This is an optimization exercise on Yosys and OpenROAD, whose aim is small area and a short achievable clock period, not a production implementation.
RTL that was checked went through simulation tests only; none was proved equivalent to the original.

## wip/ember
## gte_unr_divide
module gte_unr_divide (
   input  wire        clk,
   input  wire        reset,
   input  wire        trigger,
   input  wire [15:0] lhs,
   input  wire [15:0] rhs,
   output reg  [16:0] result,
   output reg         div_error
);
export LEC_CHECK = 0
export CAP_MARGIN = 20
export CORE_MARGIN = 2
export CORE_UTILIZATION = 65
export CTS_CLUSTER_DIAMETER = 100
export CTS_CLUSTER_SIZE = 25
export SETUP_SLACK_MARGIN = 4.6
export SLEW_MARGIN = 20
export TNS_END_PERCENT = 30
create_clock -name core_clock -period 8.0 [get_ports {clk}]
standard.sh (not shown) runs the stock make flow with config.mk's settings and CLKGATE_MAP_FILE= SYNTH_SCRIPT=/design/flow/synth_recipe.tcl, a recipe that flattens the netlist after the stock synthesis.
==> flow/flow/run.sh <==
#!/bin/bash
set -euo pipefail
bash standard.sh "BUFFER_PORTS_ARGS=-buffer_cell sky130_fd_sc_hd__buf_2" finish > standard_make.log 2>&1
[inputs] wip/juniper vs wip/ember
--- a/flow/config.mk
+++ b/flow/config.mk
@@ -13,3 +13,3 @@
 export SETUP_SLACK_MARGIN = 4.6
 export SLEW_MARGIN = 20
-export TNS_END_PERCENT = 30
+export TNS_END_PERCENT = 5
Results
Between wip/ember and wip/juniper, number of cells on the worst reg-to-reg path decreased.
Looking at delay contributed by the slowest stage of the critical path across wip/juniper and wip/ember, the one that comes out higher is wip/juniper.
wip/juniper ends up with higher routed metal-1 wire length than wip/ember does.
The final period demand of the worst path of wip/juniper was inferior to that of wip/ember.
On wip/juniper: area added between synthesis and finish is 0.19 points lower than what wip/ember gave.
Sort wip/juniper and wip/ember by post-CTS resize count asc -> top: wip/juniper
Taking wip/ember as the reference, in wip/juniper multi-input gate share of the layout cell area held steady, setup slack after layout shrank by 0.0070 ns, routed via count shrank by 136, number of signal-net buffers in the layout shrank by 1.
> inputs changed (wip/juniper -> wip/sierra)
--- a/flow/config.mk
+++ b/flow/config.mk
@@ -13,3 +13,2 @@
 export SETUP_SLACK_MARGIN = 4.6
 export SLEW_MARGIN = 20
-export TNS_END_PERCENT = 5
Largest fanout on the critical path sits lower in wip/sierra than in wip/juniper. Going from wip/juniper to wip/sierra, proportion of cell area occupied by registers shows no meaningful change; post-synthesis to final-layout area growth shows an increase of 0.35 points. Clock tree buffer count of the final layout delta for wip/sierra relative to wip/juniper: 1 higher. wip/sierra ended up with r4a_9_24$_DFF_P_ as its worst setup path endpoint; wip/juniper ended up with r6a_19_15$_DFF_P_.

========
Another version of the RTL of gte_unr_divide (not shown whole).
clock: 8.0 ns
lec_check: 0
cap_margin: 20
core_margin: 2
core_utilization: 40
slew_margin: 20
run.sh (not shown) runs the stock make flow with config.mk's settings and CLKGATE_MAP_FILE= SYNTH_SCRIPT=/design/flow/synth_recipe.tcl, a recipe that flattens the netlist after the stock synthesis.
Stock flow here: none of the scripts above is used.
The baseline stopped in synthesis.
Rerun with:
SYNTH_MEMORY_MAX_BITS = 16384   (was default)
With this change the flow ran to the end with no violations.
Function was not checked in any run of this note: the RTL went through the layout flow alone.

========
Another version of the RTL of gte_unr_divide (not shown whole).
Size: about 310 flip-flops, about 22000 sq um of cells after synthesis.
## gte_unr_divide
module gte_unr_divide (
   input  wire        clk,
   input  wire        reset,
   input  wire        trigger,
   input  wire [15:0] lhs,
   input  wire [15:0] rhs,
   output reg  [16:0] result,
   output reg         div_error
);
clock: 8.0 ns
lec_check: 0
cap_margin: 20
core_margin: 2
core_utilization: 65
cts_cluster_diameter: 100
cts_cluster_size: 25
setup_slack_margin: 4.7
slew_margin: 20
standard.sh (not shown) runs the stock make flow with config.mk's settings and CLKGATE_MAP_FILE= SYNTH_SCRIPT=/design/flow/synth_recipe.tcl, a recipe that flattens the netlist after the stock synthesis.
Scripts as last shown in full above: flow/flow/run.sh
Next try:
==> flow/run.sh (new file) <==
#!/bin/bash
# synth_recipe.tcl (not shown) runs the flow's synth.tcl, then flattens the netlist and writes it again
# the make line also repeats each setting of config.mk as NAME=value (left out here)
make -C /OpenROAD-flow-scripts/flow DESIGN_CONFIG=/design/flow/config.mk WORK_HOME=/design/flow/orfs CLKGATE_MAP_FILE= SYNTH_SCRIPT=/design/flow/synth_recipe.tcl finish
- SETUP_SLACK_MARGIN: 4.7 -> 4.5
removed: flow/flow/run.sh
removed: flow/standard.sh
After rerunning: The new run completed without violations. Die area does not change. Design area falls by 0.80%. Register-to-register slack gets better by 30 ps. Routed wire length falls by 1.4%. Setup slack barely changes. Fmax is about the same. Hold slack stays flat. Global-route usage falls by 0.38 points. Final cell count barely changes.
Next try:
==> flow/flow/run.sh (new file) <==
#!/bin/bash
set -euo pipefail
bash standard.sh "BUFFER_PORTS_ARGS=-buffer_cell sky130_fd_sc_hd__buf_2" finish > standard_make.log 2>&1
==> flow/standard.sh (new file) <==
#!/bin/bash
# synth_recipe.tcl (not shown) runs the flow's synth.tcl, then flattens the netlist and writes it again
# the make line also repeats each setting of config.mk as NAME=value (left out here)
make -C /OpenROAD-flow-scripts/flow DESIGN_CONFIG=/design/flow/config.mk WORK_HOME=/design/flow/orfs CLKGATE_MAP_FILE= SYNTH_SCRIPT=/design/flow/synth_recipe.tcl "${@:-finish}"
- SETUP_SLACK_MARGIN: 4.5 -> 4.3
removed: flow/run.sh
Effect: The changed run finished with timing, DRC and antenna clean. Die area does not change. Synthesized area stays the same. Final cell count falls by 0.77%. Sequential share of layout area rises by 0.81 points. Register-to-register slack gets worse by 280 ps.
Next try:
- SETUP_SLACK_MARGIN: 4.3 -> 4.5
Hold slack gets better by 3.3 ps; wire length is about the same; setup slack gets better by 240 ps; register-to-register slack gets better by 240 ps; cell area grows by 1.2%.

-- afterwards: timing with drivers on the ports --
The flow's constraints put no driver on any port. The routed layouts listed below were extracted and timed again, unchanged, in two steps. Step 1 (the two cells are an assumption about what drives the block):
set clk [get_ports {clk}]
set_driving_cell -lib_cell sky130_fd_sc_hd__clkbuf_16 $clk
set_driving_cell -lib_cell sky130_fd_sc_hd__buf_2 [delete_from_list [all_inputs] $clk]
Step 2 also shifts input and output timing later by t, the mid clock arrival at the registers, as if the neighbouring blocks saw the same clock. a / b / c = ideal ports / drivers / drivers and shift; a / b = the first two.
run	shift t [ns]	setup WS [ns]	hold WS [ns]	worst setup path at the end
wip/ember	0.560	4.558 / 4.558 / 4.277	0.329 / 0.329 / 0.329	input to register
wip/juniper	0.559	4.551 / 4.551 / 4.179	0.329 / 0.329 / 0.329	input to register
wip/sierra	0.565	4.670 / 4.670 / 4.168	0.329 / 0.329 / 0.329	input to register
the second run of note 2	0.611	0.294 / 0.294 / 0.294	0.321 / 0.321 / 0.321	register to register
the first run of note 3	0.566	4.584 / 4.584 / 4.205	0.318 / 0.318 / 0.318	input to register
the second run of note 3	0.559	4.582 / 4.609 / 4.058	0.320 / 0.320 / 0.320	input to register
the third run of note 3	0.556	4.334 / 4.334 / 3.937	0.322 / 0.322 / 0.322	input to register
the fourth run of note 3	0.555	4.578 / 4.578 / 4.088	0.325 / 0.325 / 0.325	input to register
After both steps every run listed still meets setup and hold. For the second run of note 3, which loses most, drivers alone change the setup slack by +0.027 ns; drivers and shift together by -0.524 ns.
